From an optimization exercise on the open Yosys and OpenROAD flow, aimed at small area; shortcuts taken in it are not production practice. Only simulation tests tie the RTL to the original design; equivalence was not proved.

// Multiplier_Pipeline
module Multiplier_Pipeline
#(
    parameter WORD_WIDTH                    = 36,
    parameter CONFIG_ADDR                   = 4000,
    parameter CONFIG_ADDR_WIDTH             = 12,
    parameter THREAD_COUNT                  = 8,
    parameter RAMSTYLE                      = "MLAB"
)
(
    input   wire                            clock,
    input   wire    [CONFIG_ADDR_WIDTH-1:0] config_addr,
    input   wire                            config_signed,  
    input   wire                            config_enable,
    input   wire    [WORD_WIDTH-1:0]        A,
    input   wire                            A_wren,
    input   wire    [WORD_WIDTH-1:0]        B,
    input   wire                            B_wren,
    output  wire    [WORD_WIDTH-1:0]        R_low,
    output  wire    [WORD_WIDTH-1:0]        R_high
);
    wire config_write = config_enable & (config_addr == CONFIG_ADDR[CONFIG_ADDR_WIDTH-1:0]);
    reg [WORD_WIDTH-1:0] ring_A [THREAD_COUNT-1:0];
    reg [WORD_WIDTH-1:0] ring_B [THREAD_COUNT-1:0];
    reg                  ring_S [THREAD_COUNT-1:0];
    integer i;
    always @(posedge clock) begin
        ring_A[0] <= ring_A[THREAD_COUNT-1];
        ring_B[0] <= ring_B[THREAD_COUNT-1];
        ring_S[0] <= ring_S[THREAD_COUNT-1];
        ring_A[1] <= A_wren       ? A             : ring_A[0];
        ring_B[1] <= B_wren       ? B             : ring_B[0];
        ring_S[1] <= config_write ? config_signed : ring_S[0];
        for (i = 2; i < THREAD_COUNT; i = i + 1) begin
            ring_A[i] <= ring_A[i-1];
            ring_B[i] <= ring_B[i-1];
            ring_S[i] <= ring_S[i-1];
        end
    end
    wire [WORD_WIDTH-1:0] R_low_next;
    wire [WORD_WIDTH-1:0] R_high_next;
    Multiplier_Generic
    #(
        .WORD_WIDTH             (WORD_WIDTH)
    )
    Multiplier
    (
        .is_signed              (ring_S[THREAD_COUNT-1]),
        .A                      (ring_A[THREAD_COUNT-1]),
        .B                      (ring_B[THREAD_COUNT-1]),
        .R_low                  (R_low_next),
        .R_high                 (R_high_next)
    );
    reg [WORD_WIDTH-1:0] R_low_reg;
    reg [WORD_WIDTH-1:0] R_high_reg;
    always @(posedge clock) begin
        R_low_reg  <= R_low_next;
        R_high_reg <= R_high_next;
    end
    assign R_low  = R_low_reg;
  ...
Size in the first run: roughly 3,800 cells after synthesis, roughly 0.043 mm² of cells after synthesis.
clock: 8.5 ns
lec_check: 0
abc_area: 1
cap_margin: 20
core_margin: 2
core_utilization: 60
cts_buf_list: sky130_fd_sc_hd__clkbuf_16
cts_cluster_diameter: 100
cts_cluster_size: 30
slew_margin: 20
synth_hierarchical: 1
standard.sh (not shown) runs the stock make flow with config.mk's settings and CLKGATE_MAP_FILE= SYNTH_SCRIPT=/design/flow/synth_recipe.tcl, a recipe that flattens the netlist after the stock synthesis.
==> flow/flow/run.sh <==
#!/bin/bash
# The standard layout (standard.sh: standard synthesis and ORFS steps),
# with the smallest buffer (buf_1) on every input and output port instead of
# the one buffer_ports picks by default (passed to ORFS's global placement step
# through BUFFER_PORTS_ARGS). The make output goes to standard.log; ORFS's
# per-step logs stay under orfs/logs/.
set -euo pipefail
export BUFFER_PORTS_ARGS="-buffer_cell sky130_fd_sc_hd__buf_1"
bash standard.sh > standard.log 2>&1
==> next run, changes <==
==> flow/run.sh (new file) <==
#!/bin/bash
# synth_recipe.tcl (not shown) runs the flow's synth.tcl, then flattens the netlist and writes it again
# the make line also repeats each setting of config.mk as NAME=value (left out here)
make -C /OpenROAD-flow-scripts/flow DESIGN_CONFIG=/design/flow/config.mk WORK_HOME=/design/flow/orfs CLKGATE_MAP_FILE= SYNTH_SCRIPT=/design/flow/synth_recipe.tcl finish
removed: flow/flow/run.sh
removed: flow/standard.sh
The new run passed the timing, design-rule and antenna checks.
Synthesized cell count does not change.
First-iteration DRC count drops by 2.9%.
Synthesized area does not change.
Routed wire length climbs by 0.78%.
Global-route usage climbs by 0.27 points.
Register-to-register slack degrades by 200 ps.
Utilization climbs by 1.1 points.
Count of clock-buffer cells in the layout is unchanged.
Via count climbs by 0.87%.

[re-timing with driven ports]
Ports are ideal in the flow. The routed layouts listed here were re-timed in OpenROAD. Step 1 sets driving cells, clkbuf_16 on the clock port and buf_2 on the other inputs (assumed; they add their load-dependent delay and slew). Step 2, shift: input delay + t, output delay - t, t = (earliest + latest rising clock arrival at the registers) / 2. This alone moves slack from input paths to output paths. Three values: ideal, step 1, step 2; two values: the first two.
| run | t, ns | slack for setup (ns) | worst slew at a driven data input, ns |
|---|---|---|---|
| the first run | 0.710 | 0.762 / 0.762 / 0.762 | 0.07 |
| the second run | 0.683 | 0.564 / 0.564 / 0.564 | 0.08 |
After both steps setup and hold are still met in every run listed.
